This is an optimization exercise on Yosys and OpenROAD, whose aim is small area, not a production implementation.
Function was checked by simulation only, so behaviour that the tests miss may differ from the original.

==> inputs of juniper <==
==> flow/design.v <==
module padd #(parameter integer W = 8) (
  input [W-1:0] a, input [W-1:0] b, input ci, output [W-1:0] s);
  reg [W-1:0] g, p, pp;
  reg [W:0] c;
  integer i, j, l;
  always @(*) begin
    pp = a ^ b;
    g = a & b;
    p = pp;
    g[0] = g[0] | (p[0] & ci);
    for (l = 0; l < 7; l = l + 1)
      for (i = 0; i < W; i = i + 1)
        if (((i >> l) & 1) == 1) begin
          j = ((i >> l) << l) - 1;
          g[i] = g[i] | (p[i] & g[j]);
          p[i] = p[i] & p[j];
        end
    c[0] = ci;
    for (i = 0; i < W; i = i + 1) c[i + 1] = g[i];
  end
  assign s = pp ^ c[W-1:0];
endmodule
module rip #(parameter integer W = 8) (
  input [W-1:0] a, input [W-1:0] b, input ci, output [W-1:0] s, output co);
  wire [W:0] c;
  assign c[0] = ci;
  genvar i;
  generate
    for (i = 0; i < W; i = i + 1) begin : bits
      assign s[i] = a[i] ^ b[i] ^ c[i];
      assign c[i + 1] = (a[i] & b[i]) | (c[i] & (a[i] ^ b[i]));
    end
  endgenerate
  assign co = c[W];
endmodule
module cic( clock, take, in_data, out_data, out_round );
input clock;
input [2:0] take;             
input signed [17:0] in_data;
output [15:0] out_data;
output reg out_round;
reg [7:0] c_mid;
reg sg1, sg2;
always @(posedge clock) begin
  c_mid <= in_data[16:9];
  sg1 <= in_data[17];
  sg2 <= sg1;
end
wire [24:0] cx = {{8{sg2}}, c_mid, in_data[8:0]};
wire [24:0] d3;
genvar q;
generate
  for (q = 0; q < 3; q = q + 1) begin : part
    localparam integer LO = (q == 0) ? 0 : (q == 1) ? 9 : 17;
    localparam integer WP = (q == 0) ? 9 : 8;
    reg [WP-1:0] i1, i2, j, p2, p3;
    wire c1i, c2i, c3i, b2i, b3i;
    wire c1o, c2o, c3o, b2o, b3o;
    wire [WP-1:0] s1, s2, s3, e2, e3;
    rip #(.W(WP)) add1(.a(i1), .b(cx[LO+WP-1:LO]), .ci(c1i), .s(s1), .co(c1o));
    rip #(.W(WP)) add2(.a(i2), .b(i1), .ci(c2i), .s(s2), .co(c2o));
    rip #(.W(WP)) add3(.a(j & {WP{~take[q]}}), .b(i2), .ci(c3i), .s(s3), .co(c3o));
    rip #(.W(WP)) sub2(.a(j), .b(~p2), .ci(b2i), .s(e2), .co(b2o));
    rip #(.W(WP)) sub3(.a(e2), .b(~p3), .ci(b3i), .s(e3), .co(b3o));
    assign d3[LO+WP-1:LO] = e3;
    always @(posedge clock) begin
      i1 <= s1;
      i2 <= s2;
      j <= s3;
      if (take[q]) begin
        p2 <= j;
        p3 <= e2;
      end
    end
    if (q == 0) begin : c0
      assign c1i = 1'b0; assign c2i = 1'b0; assign c3i = 1'b0;
      assign b2i = 1'b1; assign b3i = 1'b1;
    end else begin : cq
      reg c1r, c2r, c3r, b2r, b3r;
      always @(posedge clock) begin
        c1r <= part[q-1].c1o; c2r <= part[q-1].c2o; c3r <= part[q-1].c3o;
        b2r <= part[q-1].b2o; b3r <= part[q-1].b3o;
      end
      assign c1i = c1r; assign c2i = c2r; assign c3i = c3r;
      assign b2i = b2r; assign b3i = b3r;
    end
  end
endgenerate
reg [7:0] a_lo, a_hi;
always @(posedge clock) begin
  if (take[0]) out_round <= d3[8];
  if (take[1]) a_lo <= d3[16:9];
  a_hi <= d3[24:17];
end
assign out_data = {a_hi, a_lo};
endmodule
module varcic #(parameter integer DLY = 0)
  ( clock, inject, in_data, in_round, load, act, shift, rsel, out_data );
input clock;
input [3:0] inject;
input signed [15:0] in_data;
input in_round;
input [3:0] load;
input [3:0] act;
input shift;
input [1:0] rsel;
output [15:0] out_data;
reg [4:0] a_hi;
reg s2, s3;
always @(posedge clock) begin
  a_hi <= in_data[15:11];
  s2 <= a_hi[4];
  s3 <= s2;
end
wire [42:0] a_ext = {{10{s3}}, {11{s2}}, {6{a_hi[4]}}, a_hi, in_data[10:0]};
wire [42:0] t;
genvar q;
generate
  for (q = 0; q < 4; q = q + 1) begin : part
    localparam integer LO = 11 * q;
    localparam integer WP = (q == 3) ? 10 : 11;
    reg [WP-1:0] w0, w1, w2, w3, w4;
    wire [WP-1:0] opb = inject[q] ? a_ext[LO+WP-1:LO] : w1;
    wire ci, co;
    wire [WP-1:0] sum;
    rip #(.W(WP)) iadd(.a(w0), .b(opb), .ci(ci), .s(sum), .co(co));
    always @(posedge clock) begin
      w0 <= w1; w1 <= w2; w2 <= w3; w3 <= w4; w4 <= sum;
    end
    wire [WP-1:0] x = (DLY == 0) ? w4 : (DLY == 1) ? w3 : (DLY == 2) ? w2 : (DLY == 3) ? w1 : w0;
    reg [WP-1:0] p0, p1, p2, p3, p4;
    reg [WP-1:0] tr;
    wire bi, bo;
    wire [WP-1:0] diff;
    rip #(.W(WP)) csub(.a(tr), .b(~(p0 & {WP{act[q]}})), .ci(bi), .s(diff), .co(bo));
    always @(posedge clock) begin
      p0 <= p1; p1 <= p2; p2 <= p3; p3 <= p4; p4 <= act[q] ? tr : p0;
      tr <= load[q] ? x : diff;
    end
    assign t[LO+WP-1:LO] = tr;
    if (q == 0) begin : c0
      assign ci = inject[0] & in_round;
      assign bi = 1'b1;
    end else begin : cq
      reg cr, br;
      always @(posedge clock) begin
        cr <= part[q-1].co;
        br <= part[q-1].bo;
      end
      assign ci = cr;
      assign bi = br;
    end
  end
endgenerate
reg [16:0] sl;
always @(*)
  case (rsel)
    2'd0: sl = t[27:11];
    2'd1: sl = t[32:16];
    2'd2: sl = t[37:21];
    default: sl = t[42:26];
  endcase
wire [15:0] rnd = sl[16:1] + {15'b0, sl[0]};
reg [15:0] d0, d1, d2, d3, d4;
always @(posedge clock)
  if (shift) begin
    d0 <= rnd; d1 <= d0; d2 <= d1; d3 <= d2; d4 <= d3;
  end
assign out_data = d4;
endmodule
module cordic( clock, frequency, in_data, out_data_I, out_data_Q );
parameter [16:0] REGMASK = 17'h1ffff;
input clock;
input [31:0] frequency;
input signed [11:0] in_data;
output signed [17:0] out_data_I;
output signed [17:0] out_data_Q;
function [15:0] atan_r;
  input integer n;
  reg [31:0] a;
  reg [31:0] t;
  begin
    case (n)
      0:  a = 32'd633866811;
      1:  a = 32'd334917815;
      2:  a = 32'd170009512;
      3:  a = 32'd85334662;
      4:  a = 32'd42708931;
      5:  a = 32'd21359677;
      6:  a = 32'd10680490;
      7:  a = 32'd5340327;
      8:  a = 32'd2670173;
      9:  a = 32'd1335088;
      10: a = 32'd667544;
      11: a = 32'd333772;
      12: a = 32'd166886;
      13: a = 32'd83443;
      default: a = 32'd41722;
    endcase
    t = (a >> 15) + ((a >> 14) & 32'd1);
    atan_r = t[15:0];
  end
endfunction
reg [31:0] phase;
wire [31:0] phase_sum;
padd #(.W(32)) phase_add(.a(phase), .b(frequency), .ci(1'b0), .s(phase_sum));
always @(posedge clock)
  if (frequency == 32'd0) phase <= 32'd0;
  else phase <= phase_sum;
wire signed [18:0] in_ext = {in_data[11], in_data, 6'b0};
wire [1:0] quadrant = phase[31:30];
wire signed [18:0] x0 = (quadrant == 2'd1 || quadrant == 2'd2) ? -in_ext : in_ext;
wire signed [18:0] y0 = quadrant[1] ? -in_ext : in_ext;
wire [16:0] z0 = {~phase[29], ~phase[29], phase[28:14]};
wire [18:0] xs [0:15];
wire [18:0] ys [0:15];
wire [16:0] zin [0:15];
wire [14:0] dd;
assign zin[0] = z0;
generate
  if (REGMASK[0]) begin : r0
    reg [18:0] xr, yr;
    always @(posedge clock) begin xr <= x0; yr <= y0; end
    assign xs[0] = xr; assign ys[0] = yr;
  end else begin : c0
    assign xs[0] = x0; assign ys[0] = y0;
  end
endgenerate
genvar n;
generate
  for (n = 0; n <= 14; n = n + 1) begin : stages
    wire [16-n:0] z = zin[n][16-n:0];
    wire zs = z[16-n];
    if (n < 14) begin : zu
      localparam [15:0] AT = atan_r(n);
      wire [15-n:0] at = AT[15-n:0];
      wire [15-n:0] atn = -at;
      wire [15-n:0] zo;
      padd #(.W(16-n)) zadd(.a(z[15-n:0]), .b(zs ? at : atn), .ci(1'b0), .s(zo));
      if (REGMASK[n]) begin : zr
        reg [15-n:0] zreg;
        reg dreg;
        always @(posedge clock) begin zreg <= zo; dreg <= zs; end
        assign zin[n+1] = {{(n+1){1'b0}}, zreg};
        assign dd[n] = dreg;
      end else begin : zc
        assign zin[n+1] = {{(n+1){1'b0}}, zo};
        assign dd[n] = zs;
      end
    end else begin : zl
      if (REGMASK[n]) begin : zr
        reg dreg;
        always @(posedge clock) dreg <= zs;
        assign dd[n] = dreg;
      end else begin : zc
        assign dd[n] = zs;
      end
    end
    wire [18:0] x = xs[n];
    wire [18:0] y = ys[n];
    wire s = dd[n];
    wire [18:0] x_shr = {{(n+1){x[18]}}, x[18:n+1]};
    wire [18:0] y_shr = {{(n+1){y[18]}}, y[18:n+1]};
    wire cx = y[n] ^ ~s;
    wire cy = x[n] ^ s;
    wire [19:0] xw = {x, cx} + {y_shr ^ {19{~s}}, cx};
    wire [19:0] yw = {y, cy} + {x_shr ^ {19{s}}, cy};
    wire [18:0] xn = xw[19:1];
    wire [18:0] yn = yw[19:1];
    if (REGMASK[n+1]) begin : r
      reg [18:0] xr, yr;
      always @(posedge clock) begin xr <= xn; yr <= yn; end
      assign xs[n+1] = xr; assign ys[n+1] = yr;
    end else begin : c
      assign xs[n+1] = xn; assign ys[n+1] = yn;
    end
  end
endgenerate
wire [17:0] ri = xs[15][18:1] + {17'b0, xs[15][1] & xs[15][0]};
wire [17:0] rq = ys[15][18:1] + {17'b0, ys[15][1] & ys[15][0]};
generate
  if (REGMASK[16]) begin : rr
    reg [17:0] oi, oq;
    always @(posedge clock) begin oi <= ri; oq <= rq; end
    assign out_data_I = oi; assign out_data_Q = oq;
  end else begin : rc
    assign out_data_I = ri; assign out_data_Q = rq;
  end
endgenerate
endmodule
module rx_frontend(
  input clk,
  input rst,
  input [5:0] rate,
  input [31:0] frequency,
  input signed [11:0] in_data,
  output reg out_strobe,
  output signed [15:0] out_I,
  output signed [15:0] out_Q
  );
  localparam [16:0] REGMASK = 17'b0_1010_1010_1010_1010;
  function integer popc;
    input [16:0] m;
    integer i;
    begin
      popc = 0;
      for (i = 0; i < 17; i = i + 1) popc = popc + m[i];
    end
  endfunction
  localparam integer LC = popc(REGMASK) - 1;
  localparam integer PH_TAKE = (LC - 16 + 50) % 5;    
  localparam integer LC2 = LC + 2;
  localparam integer PH_INJ  = (LC2 - 30 + 50) % 5;   
  localparam integer DLY     = (LC2 >= 9) ? 0 : 9 - LC2;   
  localparam integer LD_OFF  = 33 - LC2 - DLY;               
  localparam integer PH_LD   = (5 - (LD_OFF % 5)) % 5;
  localparam integer K_LD    = (LD_OFF + 4) / 5;      
  localparam integer PH_ACT  = (PH_LD + 1) % 5;
  localparam integer K_ACT   = (PH_LD == 4) ? K_LD - 1 : K_LD;
  reg [2:0] ph;
  reg [5:0] kr;
  wire [2:0] phe = (ph == 3'd5) ? 3'd0 : ph;
  wire wrap = (kr == rate - 6'd1);
  wire [2:0] ph_n = rst ? 3'd5 : (phe == 3'd4) ? 3'd0 : phe + 3'd1;
  wire [5:0] kr_n = rst ? 6'd0 : (phe == 3'd4) ? (wrap ? 6'd0 : kr + 6'd1) : kr;
  wire [2:0] phe_n = (ph_n == 3'd5) ? 3'd0 : ph_n;
  reg take, inject, load, act;
  reg [3:1] inject_d, load_d, act_d;
  reg [2:1] take_d;
  always @(posedge clk) begin
    take_d <= {take_d[1], take};
    inject_d <= {inject_d[2:1], inject};
    load_d <= {load_d[2:1], load};
    act_d <= {act_d[2:1], act};
  end
  reg [1:0] rsel;
  always @(posedge clk) begin
    ph <= ph_n;
    kr <= kr_n;
    out_strobe <= !rst && (ph == 3'd0) && (kr == 6'd0);
    take <= (phe_n == PH_TAKE);
    inject <= (phe_n == PH_INJ);
    load <= (phe_n == PH_LD) && (kr_n == rate - K_LD);
    act <= (phe_n >= PH_ACT) ? (kr_n == rate - K_ACT) : ((kr_n == rate - K_ACT + 6'd1) || (K_ACT == 1 && kr_n == 6'd0));
    case (rate)
      6'd5: rsel <= 2'd0;
      6'd10: rsel <= 2'd1;
      6'd20: rsel <= 2'd2;
      default: rsel <= 2'd3;
    endcase
  end
  wire signed [17:0] cordic_outdata_I;
  wire signed [17:0] cordic_outdata_Q;
  cordic #(.REGMASK(REGMASK)) cordic_inst(
    .clock(clk),
    .in_data(in_data),
    .frequency(frequency),
    .out_data_I(cordic_outdata_I),
    .out_data_Q(cordic_outdata_Q)
    );
  wire [15:0] a_i, a_q;
  wire r_i, r_q;
  cic cic_inst_I2(.clock(clk), .take({take_d, take}), .in_data(cordic_outdata_I), .out_data(a_i), .out_round(r_i));
  cic cic_inst_Q2(.clock(clk), .take({take_d, take}), .in_data(cordic_outdata_Q), .out_data(a_q), .out_round(r_q));
  varcic #(.DLY(DLY)) varcic_inst_I1(.clock(clk), .inject({inject_d, inject}), .in_data(a_i), .in_round(r_i),
    .load({load_d, load}), .act({act_d, act}), .shift(out_strobe), .rsel(rsel), .out_data(out_I));
  varcic #(.DLY(DLY)) varcic_inst_Q1(.clock(clk), .inject({inject_d, inject}), .in_data(a_q), .in_round(r_q),
    .load({load_d, load}), .act({act_d, act}), .shift(out_strobe), .rsel(rsel), .out_data(out_Q));
endmodule
==> flow/run.sh <==
#!/bin/bash
# synth_recipe.tcl (not shown) runs the flow's synth.tcl, then flattens the netlist and writes it again
# the make line also repeats each setting of config.mk as NAME=value (left out here)
make -C /OpenROAD-flow-scripts/flow DESIGN_CONFIG=/design/flow/config.mk WORK_HOME=/design/flow/orfs CLKGATE_MAP_FILE= SYNTH_SCRIPT=/design/flow/synth_recipe.tcl finish
==> flow/config.mk <==
export PLATFORM = sky130hd
export DESIGN_NAME = rx_frontend
export DESIGN_NICKNAME = rx_frontend
export VERILOG_FILES = /design/flow/design.v
export SDC_FILE = /design/flow/constraint.sdc
export NUM_CORES = 4
export LEC_CHECK = 0
export CAP_MARGIN = 20
export CORE_MARGIN = 2
export CORE_UTILIZATION = 65
export CTS_BUF_LIST = sky130_fd_sc_hd__clkbuf_16
export CTS_CLUSTER_DIAMETER = 100
export CTS_CLUSTER_SIZE = 28
export SLEW_MARGIN = 20
==> flow/constraint.sdc <==
create_clock -name core_clock -period 6.0 [get_ports {clk}]
set_input_delay 1.2000 -clock core_clock [delete_from_list [all_inputs] [get_ports {clk}]]
set_output_delay 1.2000 -clock core_clock [all_outputs]
set_load 0.01 [all_outputs]
==> raven (differences from juniper) <==
--- a/flow/design.v
+++ b/flow/design.v
@@ -92,3 +92,3 @@
   if (take[1]) a_lo <= d3[16:9];
-  a_hi <= d3[24:17];
+  if (take[2]) a_hi <= d3[24:17];
 end
@@ -107,10 +107,3 @@
 output [15:0] out_data;
-reg [4:0] a_hi;
-reg s2, s3;
-always @(posedge clock) begin
-  a_hi <= in_data[15:11];
-  s2 <= a_hi[4];
-  s3 <= s2;
-end
-wire [42:0] a_ext = {{10{s3}}, {11{s2}}, {6{a_hi[4]}}, a_hi, in_data[10:0]};
+wire [42:0] a_ext = {{27{in_data[15]}}, in_data};
 wire [42:0] t;
CTS_BUF_LIST = sky130_fd_sc_hd__clkbuf_8   (was sky130_fd_sc_hd__clkbuf_16)
CTS_CLUSTER_DIAMETER = 80   (was 100)
CTS_CLUSTER_SIZE = 16   (was 28)
PLACE_DENSITY = 0.8   (was unset)
==> violet (differences from juniper) <==
CORE_UTILIZATION = 75   (was 65)
CTS_BUF_LIST = sky130_fd_sc_hd__clkbuf_8   (was sky130_fd_sc_hd__clkbuf_16)
CTS_CLUSTER_DIAMETER = 80   (was 100)
CTS_CLUSTER_SIZE = 16   (was 28)
==> summary of the runs <==
raven completed without violations. juniper produced a clean layout. violet went through all stages and came out clean.
The lowest global-route usage belongs to raven, the highest to violet.
In die area, juniper and raven hardly differ.
Sequential share of layout area, highest first: violet, juniper, raven.
Register-to-register slack, lowest first: violet, raven, juniper.
Wire length, lowest first: raven, juniper, violet.
Against juniper, the first-iteration DRC count of violet is higher by about 17%.
Flip-flop and latch count is the same in violet and juniper.
In synthesized cell count, violet and raven hardly differ.

==> what the ideal ports hide <==
How much do the figures lean on ideal ports? The routed layouts below were timed once more, with nothing changed but the port constraints. Step 1 sets driving cells, clkbuf_16 on the clock port and buf_2 on the other inputs (assumed; they add their load-dependent delay and slew). Step 2 also shifts input and output timing later by t, the mid clock arrival at the registers, as if the neighbouring blocks saw the same clock. Slacks: no drivers / after step 1 / after step 2; pairs: no drivers / after step 1.
run | shift t [ns] | slack for setup (ns) | worst setup path after step 2 | worst data-port slew with drivers (ns)
juniper | 0.786 | 0.291 / 0.291 / 0.291 | register to register | 0.17
raven | 0.962 | 0.183 / 0.183 / 0.183 | register to register | 0.07
violet | 0.965 | 0.136 / 0.136 / 0.136 | register to register | 0.11
After both steps every run listed still meets setup and hold.
